Background: an optimization exercise with open tools, aiming at small area and a short achievable clock period. Do not read the settings as production practice.
Where RTL was checked, it was by simulation tests only, not by an equivalence proof against the original.

==> build 48 <==
Design fir_parallel, start of the top module:
module fir_parallel (
  input [15:0] i_data,
  input [63:0] i_coeffs,
  input i_clock,
  output [37:0] o_data
);
Settings: LEC_CHECK=0, CAP_MARGIN=20, CORE_MARGIN=2, CORE_UTILIZATION=55, CTS_BUF_LIST=sky130_fd_sc_hd__clkbuf_16, CTS_CLUSTER_DIAMETER=100, CTS_CLUSTER_SIZE=30, SLEW_MARGIN=20, SYNTH_HIERARCHICAL=1, SYNTH_MINIMUM_KEEP_SIZE=0; clock period 14.0 ns.
standard.sh (not shown) runs the stock make flow with config.mk's settings and CLKGATE_MAP_FILE= SYNTH_SCRIPT=/design/flow/synth_recipe.tcl, a recipe that flattens the netlist after the stock synthesis.
==> flow/flow/run.sh <==
#!/bin/bash
# Layout flow: the standard ORFS flow (standard.sh, unchanged synthesis),
# with these changes after synthesis:
#  - after floorplan, every combinational cell gets the smallest drive
#    strength of its family (flow/downsize.tcl);
#  - timing repair aims at a setup slack of SETUP_MARGIN ns instead of 0, so the
#    resizer speeds up the paths that set the achieved period;
#  - the port buffers are plain buf_1 cells instead of the delay cell that
#    buffer_ports picks by default (repair may upsize them).
# Each step's full output goes to its own log file in this folder.
set -euo pipefail
SETUP_MARGIN=9.2
HERE=$(pwd)
bash standard.sh synth > log_1_synth.txt 2>&1
bash standard.sh \
  "POST_FLOORPLAN_TCL=${HERE}/flow/downsize.tcl" \
  "SETUP_SLACK_MARGIN=${SETUP_MARGIN}" \
  "BUFFER_PORTS_ARGS=-buffer_cell sky130_fd_sc_hd__buf_1" \
  finish > log_2_layout.txt 2>&1
==> flow/flow/downsize.tcl <==
# Run after floorplan: give every combinational cell the smallest-area drive
# strength of its family (synthesis sizes each small module for speed against a
# default load); the later timing repair upsizes the cells on critical paths.
set block [ord::get_db_block]
set db [ord::get_db]
set swapped 0
foreach inst [$block getInsts] {
  set cur [$inst getMaster]
  set name [$cur getName]
  if {![regexp {^sky130_fd_sc_hd__([a-z0-9]+)_(\d+)$} $name -> fam sz]} { continue }
  if {[string match "df*" $fam] || [string match "*clk*" $fam] || [string match "*dly*" $fam]
      || $fam eq "conb" || [string match "tap*" $fam] || [string match "fill*" $fam]
      || [string match "decap*" $fam]} { continue }
  set best ""
  set barea 0
  foreach s {1 0 2 4} {
    set m [$db findMaster "sky130_fd_sc_hd__${fam}_$s"]
    if {$m eq "NULL" || $m eq ""} { continue }
    set a [expr {[$m getWidth] * [$m getHeight]}]
    if {$best eq "" || $a < $barea} {
      set best $m
      set barea $a
    }
  }
  if {$best ne "" && [$best getName] ne $name} {
    if {[$inst swapMaster $best]} { incr swapped }
  }
}
puts "downsize: swapped $swapped instances to their smallest drive strength"
==> trial 42 (differences from build 48) <==
--- a/flow/flow/run.sh
+++ b/flow/flow/run.sh
@@ -9,7 +9,7 @@
 #    buffer_ports picks by default (repair may upsize them).
 # Each step's full output goes to its own log file in this folder.
 set -euo pipefail
-SETUP_MARGIN=9.2
+SETUP_MARGIN=9.3
 HERE=$(pwd)
 bash standard.sh synth > log_1_synth.txt 2>&1
 bash standard.sh \
- CORE_UTILIZATION: 55 -> 50
==> qor summary <==
quantity	trial 42	build 48
Status	finished clean	finished clean
Via count	25130	24510
Post-route clock period utilization	0.3339	0.3395
Slew at the pin closest to its max-slew limit	1052 ps	1040 ps
CP Data Required Time	14470 ps	14450 ps
Source-to-sink clock delay at the later pin of the worst-skew pair	600 ps	570 ps
Final-stage net count	3585	3560
Average wire length per cell after detail routing	30.58 um	29.17 um
Top metal layer carrying routed signals	met5	met4
Overall fraction of global-route tracks in use	0.3210	0.3244
CTS buffer count	20	18
Met3 global-route usage	0.07532	0.07269
Post-Place Setup Slack	8877 ps	8844 ps


==> inputs of run a <==
Another version of the RTL of fir_parallel (not shown whole).
## fir_parallel
module fir_parallel (
  input [15:0] i_data,
  input [63:0] i_coeffs,
  input i_clock,
  output [37:0] o_data
);
Settings: LEC_CHECK=0, CAP_MARGIN=20, CORE_MARGIN=2, CORE_UTILIZATION=50, CTS_BUF_LIST=sky130_fd_sc_hd__clkbuf_16, CTS_CLUSTER_DIAMETER=50, CTS_CLUSTER_SIZE=16, SLEW_MARGIN=20, SYNTH_HIERARCHICAL=1, SYNTH_MINIMUM_KEEP_SIZE=0; clock period 14.0 ns.
==> flow/flow/run.sh <==
#!/bin/bash
# Layout flow: the standard ORFS flow (standard.sh, unchanged synthesis),
# with these changes after synthesis:
#  - after floorplan, every combinational cell gets the smallest drive
#    strength of its family (flow/downsize.tcl);
#  - timing repair aims at a setup slack of SETUP_MARGIN ns instead of 0, so the
#    resizer speeds up the paths that set the achieved period;
#  - the port buffers are plain buf_1 cells instead of the delay cell that
#    buffer_ports picks by default (repair may upsize them).
# Each step's full output goes to its own log file in this folder.
set -euo pipefail
SETUP_MARGIN=9.2
HERE=$(pwd)
bash standard.sh synth > log_1_synth.txt 2>&1
bash standard.sh \
  "POST_FLOORPLAN_TCL=${HERE}/flow/downsize.tcl" \
  "SETUP_SLACK_MARGIN=${SETUP_MARGIN}" \
  "BUFFER_PORTS_ARGS=-buffer_cell sky130_fd_sc_hd__buf_1" \
  finish > log_2_layout.txt 2>&1
Scripts as last shown in full above: flow/flow/downsize.tcl
==> inputs of run b, as changes to run a <==
Settings changed: CAP_MARGIN 20 to 10, CORE_UTILIZATION 50 to 40, CTS_CLUSTER_DIAMETER 50 to 100, CTS_CLUSTER_SIZE 16 to 30, SLEW_MARGIN 20 to 10.
==> impl_metrics.tcl <==
set metrics [dict create \
    cp.depth 9 \
    status "timing/DRC/antenna clean" \
    drt_first_pass_iters 9 \
    min_period_ns 4.77 \
    pre_cts_ws_ns 8.80 \
    routedWlPerCell_um 29.3 \
    slew_headroom 0.306 \
]
That was run a.
==> impl_metrics.tcl <==
set metrics [dict create \
    cp.depth 5 \
    cts_htree_levels 1 \
    whs_ns 0.374 \
    pre_cts_ws_ns 8.99 \
    slew_headroom 0.313 \
    sh_seq_area 0.172 \
    min_period_ns 4.78 \
    clock_skew_ns 0.0378 \
    fill_cells 8344 \
    status "timing/DRC/antenna clean" \
]
That was run b.


==> 06-28 <==
Another version of the RTL of fir_parallel (not shown whole).
Settings: LEC_CHECK=0, CAP_MARGIN=20, CORE_MARGIN=2, CORE_UTILIZATION=40, CTS_BUF_LIST=sky130_fd_sc_hd__clkbuf_16, CTS_CLUSTER_DIAMETER=100, CTS_CLUSTER_SIZE=30, SLEW_MARGIN=20, SYNTH_HIERARCHICAL=1, SYNTH_MINIMUM_KEEP_SIZE=0; clock period 14.0 ns.
Scripts as last shown in full above: flow/flow/run.sh, flow/flow/downsize.tcl
==> inputs of 06-01, as changes to 06-28 <==
--- a/flow/design.v
+++ b/flow/design.v
@@ -1,8 +1,78 @@
+module fir_csel7 (
+  input [6:0] qa,
+  input [6:0] qb,
+  output [7:0] s0,
+  output [7:0] s1
+);
+  wire [6:0] p = qa ^ qb;
+  wire [6:0] g = ~(qa | qb);
+  wire c0_0 = 1'b0;
+  wire c1_0 = c0_0 | (1'b1);
+  wire c0_1 = (g[0]);
+  wire c1_1 = c0_1 | (p[0]);
+  wire c0_2 = (g[0] & p[1]) | (g[1]);
+  wire c1_2 = c0_2 | (p[0] & p[1]);
+  wire c0_3 = (g[0] & p[1] & p[2]) | (g[1] & p[2]) | (g[2]);
+  wire c1_3 = c0_3 | (p[0] & p[1] & p[2]);
+  wire c0_4 = (g[0] & p[1] & p[2] & p[3]) | (g[1] & p[2] & p[3]) | (g[2] & p[3]) | (g[3]);
+  wire c1_4 = c0_4 | (p[0] & p[1] & p[2] & p[3]);
+  wire c0_5 = (g[0] & p[1] & p[2] & p[3] & p[4]) | (g[1] & p[2] & p[3] & p[4]) | (g[2] & p[3] & p[4]) | (g[3] & p[4]) | (g[4]);
+  wire c1_5 = c0_5 | (p[0] & p[1] & p[2] & p[3] & p[4]);
+  wire c0_6 = (g[0] & p[1] & p[2] & p[3] & p[4] & p[5]) | (g[1] & p[2] & p[3] & p[4] & p[5]) | (g[2] & p[3] & p[4] & p[5]) | (g[3] & p[4] & p[5]) | (g[4] & p[5]) | (g[5]);
+  wire c1_6 = c0_6 | (p[0] & p[1] & p[2] & p[3] & p[4] & p[5]);
+  wire c0_7 = (g[0] & p[1] & p[2] & p[3] & p[4] & p[5] & p[6]) | (g[1] & p[2] & p[3] & p[4] & p[5] & p[6]) | (g[2] & p[3] & p[4] & p[5] & p[6]) | (g[3] & p[4] & p[5] & p[6]) | (g[4] & p[5] & p[6]) | (g[5] & p[6]) | (g[6]);
+  wire c1_7 = c0_7 | (p[0] & p[1] & p[2] & p[3] & p[4] & p[5] & p[6]);
+  assign s0[0] = p[0] ^ c0_0;
+  assign s1[0] = p[0] ^ c1_0;
+  assign s0[1] = p[1] ^ c0_1;
+  assign s1[1] = p[1] ^ c1_1;
+  assign s0[2] = p[2] ^ c0_2;
+  assign s1[2] = p[2] ^ c1_2;
+  assign s0[3] = p[3] ^ c0_3;
+  assign s1[3] = p[3] ^ c1_3;
+  assign s0[4] = p[4] ^ c0_4;
+  assign s1[4] = p[4] ^ c1_4;
+  assign s0[5] = p[5] ^ c0_5;
+  assign s1[5] = p[5] ^ c1_5;
+  assign s0[6] = p[6] ^ c0_6;
+  assign s1[6] = p[6] ^ c1_6;
+  assign s0[7] = c0_7;
+  assign s1[7] = c1_7;
+endmodule
+module fir_csel4 (
+  input [3:0] qa,
+  input [3:0] qb,
+  output [4:0] s0,
+  output [4:0] s1
+);
+  wire [3:0] p = qa ^ qb;
+  wire [3:0] g = ~(qa | qb);
+  wire c0_0 = 1'b0;
+  wire c1_0 = c0_0 | (1'b1);
+  wire c0_1 = (g[0]);
+  wire c1_1 = c0_1 | (p[0]);
+  wire c0_2 = (g[0] & p[1]) | (g[1]);
+  wire c1_2 = c0_2 | (p[0] & p[1]);
+  wire c0_3 = (g[0] & p[1] & p[2]) | (g[1] & p[2]) | (g[2]);
+  wire c1_3 = c0_3 | (p[0] & p[1] & p[2]);
+  wire c0_4 = (g[0] & p[1] & p[2] & p[3]) | (g[1] & p[2] & p[3]) | (g[2] & p[3]) | (g[3]);
+  wire c1_4 = c0_4 | (p[0] & p[1] & p[2] & p[3]);
+  assign s0[0] = p[0] ^ c0_0;
+  assign s1[0] = p[0] ^ c1_0;
+  assign s0[1] = p[1] ^ c0_1;
+  assign s1[1] = p[1] ^ c1_1;
+  assign s0[2] = p[2] ^ c0_2;
+  assign s1[2] = p[2] ^ c1_2;
+  assign s0[3] = p[3] ^ c0_3;
+  assign s1[3] = p[3] ^ c1_3;
+  assign s0[4] = c0_4;
+  assign s1[4] = c1_4;
+endmodule
 module fir_fa (
   input a,
   input b,
   input c,
   output s,
   output co
 );
   assign s = a ^ b ^ c;
@@ -1158,36 +1228,44 @@
   wire ts547, tc548;
   fir_fa u_ts547 (.a(tc536), .b(ts545), .c(tc538), .s(ts547), .co(tc548));
   wire ts549, tc550;
   fir_fa u_ts549 (.a(p1_1_a[16]), .b(p1_1_b[16]), .c(tc542), .s(ts549), .co(tc550));
   wire ts551, tc552;
   fir_fa u_ts551 (.a(ts549), .b(tc544), .c(tc546), .s(ts551), .co(tc552));
   wire ts553, tc554;
   fir_ha u_ts553 (.a(p1_1_a[17]), .b(tc550), .s(ts553), .co(tc554));
-  wire [18:0] t1_a = {~tc554, ~tc552, ~tc548, ~tc540, ~tc530, ~tc518, ~tc504, ~tc488, ~tc470, ~tc452, ~tc432, ~tc414, ~tc400, ~ts399, ~tc378, ~ts375, ~ts367, ~ts365, ~t1_0_g0_b0_q[0]};
-  wire [18:0] t1_b = {1'b0, ~ts553, ~ts551, ~ts547, ~ts539, ~ts529, ~ts517, ~ts503, ~ts487, ~ts469, ~ts451, ~ts431, ~ts413, 1'b0, ~ts387, ~ts377, ~ts369, 1'b0, ~p1_1_a[0]};
+  wire [18:0] t1_qa = {tc554, tc552, tc548, tc540, tc530, tc518, tc504, tc488, tc470, tc452, tc432, tc414, tc400, ts399, tc378, ts375, ts367, ts365, t1_0_g0_b0_q[0]};
+  wire [18:0] t1_qb = {1'b1, ts553, ts551, ts547, ts539, ts529, ts517, ts503, ts487, ts469, ts451, ts431, ts413, 1'b1, ts387, ts377, ts369, 1'b1, p1_1_a[0]};
+  wire [7:0] b1_0_s0, b1_0_s1;
+  fir_csel7 u_csel1_0 (.qa(t1_qa[6:0]), .qb(t1_qb[6:0]), .s0(b1_0_s0), .s1(b1_0_s1));
   reg [7:0] q1_0_s0, q1_0_s1;
   always @(posedge i_clock) begin
-    q1_0_s0 <= {1'b0, t1_a[6:0]} + {1'b0, t1_b[6:0]};
+    q1_0_s0 <= b1_0_s0;
   end
+  wire [4:0] b1_1_s0, b1_1_s1;
+  fir_csel4 u_csel1_1 (.qa(t1_qa[10:7]), .qb(t1_qb[10:7]), .s0(b1_1_s0), .s1(b1_1_s1));
   reg [4:0] q1_1_s0, q1_1_s1;
   always @(posedge i_clock) begin
-    q1_1_s0 <= {1'b0, t1_a[10:7]} + {1'b0, t1_b[10:7]};
-    q1_1_s1 <= {1'b0, t1_a[10:7]} + {1'b0, t1_b[10:7]} + 5'd1;
+    q1_1_s0 <= b1_1_s0;
+    q1_1_s1 <= b1_1_s1;
   end
+  wire [4:0] b1_2_s0, b1_2_s1;
+  fir_csel4 u_csel1_2 (.qa(t1_qa[14:11]), .qb(t1_qb[14:11]), .s0(b1_2_s0), .s1(b1_2_s1));
   reg [4:0] q1_2_s0, q1_2_s1;
   always @(posedge i_clock) begin
-    q1_2_s0 <= {1'b0, t1_a[14:11]} + {1'b0, t1_b[14:11]};
-    q1_2_s1 <= {1'b0, t1_a[14:11]} + {1'b0, t1_b[14:11]} + 5'd1;
+    q1_2_s0 <= b1_2_s0;
+    q1_2_s1 <= b1_2_s1;
   end
+  wire [4:0] b1_3_s0, b1_3_s1;
+  fir_csel4 u_csel1_3 (.qa(t1_qa[18:15]), .qb(t1_qb[18:15]), .s0(b1_3_s0), .s1(b1_3_s1));
   reg [4:0] q1_3_s0, q1_3_s1;
   always @(posedge i_clock) begin
-    q1_3_s0 <= {1'b0, t1_a[18:15]} + {1'b0, t1_b[18:15]};
-    q1_3_s1 <= {1'b0, t1_a[18:15]} + {1'b0, t1_b[18:15]} + 5'd1;
+    q1_3_s0 <= b1_3_s0;
+    q1_3_s1 <= b1_3_s1;
   end
   wire c1_1 = q1_0_s0[7];
   wire c1_2 = q1_1_s0[4] | (q1_1_s1[4] & c1_1);
   wire c1_3 = q1_2_s0[4] | (q1_2_s1[4] & c1_2);
   assign o_data[25:19] = q1_0_s0[6:0];
   assign o_data[29:26] = c1_1 ? q1_1_s1[3:0] : q1_1_s0[3:0];
   assign o_data[33:30] = c1_2 ? q1_2_s1[3:0] : q1_2_s0[3:0];
   assign o_data[37:34] = c1_3 ? q1_3_s1[3:0] : q1_3_s0[3:0];
@@ -2189,36 +2267,44 @@
   wire ts1101, tc1102;
   fir_fa u_ts1101 (.a(tc1090), .b(ts1099), .c(tc1092), .s(ts1101), .co(tc1102));
   wire ts1103, tc1104;
   fir_fa u_ts1103 (.a(p0_1_a[16]), .b(p0_1_b[16]), .c(tc1096), .s(ts1103), .co(tc1104));
   wire ts1105, tc1106;
   fir_fa u_ts1105 (.a(ts1103), .b(tc1098), .c(tc1100), .s(ts1105), .co(tc1106));
   wire ts1107, tc1108;
   fir_ha u_ts1107 (.a(p0_1_a[17]), .b(tc1104), .s(ts1107), .co(tc1108));
-  wire [18:0] t0_a = {~tc1108, ~tc1106, ~tc1102, ~tc1094, ~tc1084, ~tc1072, ~tc1058, ~tc1042, ~tc1024, ~tc1006, ~tc986, ~tc968, ~tc954, ~ts953, ~tc932, ~ts929, ~ts921, ~ts919, ~t0_0_g0_b0_q[0]};
-  wire [18:0] t0_b = {1'b0, ~ts1107, ~ts1105, ~ts1101, ~ts1093, ~ts1083, ~ts1071, ~ts1057, ~ts1041, ~ts1023, ~ts1005, ~ts985, ~ts967, 1'b0, ~ts941, ~ts931, ~ts923, 1'b0, ~p0_1_a[0]};
+  wire [18:0] t0_qa = {tc1108, tc1106, tc1102, tc1094, tc1084, tc1072, tc1058, tc1042, tc1024, tc1006, tc986, tc968, tc954, ts953, tc932, ts929, ts921, ts919, t0_0_g0_b0_q[0]};
+  wire [18:0] t0_qb = {1'b1, ts1107, ts1105, ts1101, ts1093, ts1083, ts1071, ts1057, ts1041, ts1023, ts1005, ts985, ts967, 1'b1, ts941, ts931, ts923, 1'b1, p0_1_a[0]};
+  wire [7:0] b0_0_s0, b0_0_s1;
+  fir_csel7 u_csel0_0 (.qa(t0_qa[6:0]), .qb(t0_qb[6:0]), .s0(b0_0_s0), .s1(b0_0_s1));
   reg [7:0] q0_0_s0, q0_0_s1;
   always @(posedge i_clock) begin
-    q0_0_s0 <= {1'b0, t0_a[6:0]} + {1'b0, t0_b[6:0]};
+    q0_0_s0 <= b0_0_s0;
   end
+  wire [4:0] b0_1_s0, b0_1_s1;
+  fir_csel4 u_csel0_1 (.qa(t0_qa[10:7]), .qb(t0_qb[10:7]), .s0(b0_1_s0), .s1(b0_1_s1));
   reg [4:0] q0_1_s0, q0_1_s1;
   always @(posedge i_clock) begin
-    q0_1_s0 <= {1'b0, t0_a[10:7]} + {1'b0, t0_b[10:7]};
-    q0_1_s1 <= {1'b0, t0_a[10:7]} + {1'b0, t0_b[10:7]} + 5'd1;
+    q0_1_s0 <= b0_1_s0;
+    q0_1_s1 <= b0_1_s1;
   end
+  wire [4:0] b0_2_s0, b0_2_s1;
+  fir_csel4 u_csel0_2 (.qa(t0_qa[14:11]), .qb(t0_qb[14:11]), .s0(b0_2_s0), .s1(b0_2_s1));
   reg [4:0] q0_2_s0, q0_2_s1;
   always @(posedge i_clock) begin
-    q0_2_s0 <= {1'b0, t0_a[14:11]} + {1'b0, t0_b[14:11]};
-    q0_2_s1 <= {1'b0, t0_a[14:11]} + {1'b0, t0_b[14:11]} + 5'd1;
+    q0_2_s0 <= b0_2_s0;
+    q0_2_s1 <= b0_2_s1;
   end
+  wire [4:0] b0_3_s0, b0_3_s1;
+  fir_csel4 u_csel0_3 (.qa(t0_qa[18:15]), .qb(t0_qb[18:15]), .s0(b0_3_s0), .s1(b0_3_s1));
   reg [4:0] q0_3_s0, q0_3_s1;
   always @(posedge i_clock) begin
-    q0_3_s0 <= {1'b0, t0_a[18:15]} + {1'b0, t0_b[18:15]};
-    q0_3_s1 <= {1'b0, t0_a[18:15]} + {1'b0, t0_b[18:15]} + 5'd1;
+    q0_3_s0 <= b0_3_s0;
+    q0_3_s1 <= b0_3_s1;
   end
   wire c0_1 = q0_0_s0[7];
   wire c0_2 = q0_1_s0[4] | (q0_1_s1[4] & c0_1);
   wire c0_3 = q0_2_s0[4] | (q0_2_s1[4] & c0_2);
   assign o_data[6:0] = q0_0_s0[6:0];
   assign o_data[10:7] = c0_1 ? q0_1_s1[3:0] : q0_1_s0[3:0];
   assign o_data[14:11] = c0_2 ? q0_2_s1[3:0] : q0_2_s0[3:0];
   assign o_data[18:15] = c0_3 ? q0_3_s1[3:0] : q0_3_s0[3:0];
--- a/flow/flow/run.sh
+++ b/flow/flow/run.sh
@@ -4,16 +4,16 @@
 #  - after floorplan, every combinational cell gets the smallest drive
 #    strength of its family (flow/downsize.tcl);
 #  - timing repair aims at a setup slack of SETUP_MARGIN ns instead of 0, so the
 #    resizer speeds up the paths that set the achieved period;
 #  - the port buffers are plain buf_1 cells instead of the delay cell that
 #    buffer_ports picks by default (repair may upsize them).
 # Each step's full output goes to its own log file in this folder.
 set -euo pipefail
-SETUP_MARGIN=9.2
+SETUP_MARGIN=9.4
 HERE=$(pwd)
 bash standard.sh synth > log_1_synth.txt 2>&1
 bash standard.sh \
   "POST_FLOORPLAN_TCL=${HERE}/flow/downsize.tcl" \
   "SETUP_SLACK_MARGIN=${SETUP_MARGIN}" \
   "BUFFER_PORTS_ARGS=-buffer_cell sky130_fd_sc_hd__buf_1" \
   finish > log_2_layout.txt 2>&1
==> run notes <==
                                                            06-01           06-28
Routed wire length on met3                               13270 um        12740 um
Setup Slack @ Placement                                  8.917 ns        8.632 ns
Reg area                                                 5988 um2        5923 um2
Post-synthesis cell area                                34720 um2       34250 um2
Slack of the worst reg-to-reg path                        9.44 ns         9.10 ns
Critical hold path startpoint                               s0[2]           s0[0]
Met1 routing resource usage after global routing           33.85%          33.70%
Per-cell routed wire length                              27.85 um        27.78 um
Via density per instance                                    6.069           6.087
#MultiIn Comb                                                2212            2171
Routed wire length on met2                               50270 um        51460 um
Clk Latency, worst-skew pair                              0.61 ns         0.60 ns
Flip-flop and latch share of the layout cell area          16.78%          17.09%
Fillers                                                      8225            8191
DR pass1 iterations                                             7              10
Final hold slack                                        0.3885 ns       0.3702 ns
Capture endpoint of the worst hold path                     s2[2]           s2[0]
Last element of the critical path                      o_data[17]      q1_2_s1[4]
Run status                                         finished clean  finished clean
Largest stage delay on the critical path                  0.37 ns         0.53 ns
Global-route track usage on met2                           38.11%          40.72%
Function not checked in 06-28: the RTL went through the layout flow alone.

==> afterwards: timing with drivers on the ports <==
In the flow no input, the clock included, has a driving cell. The finished layouts below were timed again as built, in two steps. Step 1 (the two cells are an assumption about what drives the block):
set clk [get_ports {i_clock}]
set_driving_cell -lib_cell sky130_fd_sc_hd__clkbuf_16 $clk
set_driving_cell -lib_cell sky130_fd_sc_hd__buf_2 [delete_from_list [all_inputs] $clk]
Step 2 times the ports against the registers' clock, not the clock port: input delays grow and output delays shrink by t, the midpoint of the rising clock arrivals with the driver on. a / b / c = no drivers / after step 1 / after step 2; a / b = the first two.
run	t, ns	setup slack, ns	hold slack, ns	slew at the worst register clock pin (ns)	worst slew at a driven data input, ns
build 48	0.623	9.246 / 9.246 / 9.246	0.379 / 0.379 / 0.379	0.12 / 0.12	0.04
trial 42	0.641	9.326 / 9.318 / 9.326	0.389 / 0.389 / 0.389	0.12 / 0.12	0.05
run a	0.653	9.234 / 9.187 / 9.234	0.371 / 0.371 / 0.371	0.07 / 0.07	0.05
run b	0.657	9.221 / 9.152 / 9.279	0.374 / 0.374 / 0.374	0.11 / 0.11	0.05
06-28	0.649	9.098 / 9.098 / 9.098	0.370 / 0.370 / 0.370	0.12 / 0.12	0.07
06-01	0.650	9.290 / 9.227 / 9.440	0.388 / 0.388 / 0.388	0.11 / 0.11	0.08
After both steps every run listed still meets setup and hold.
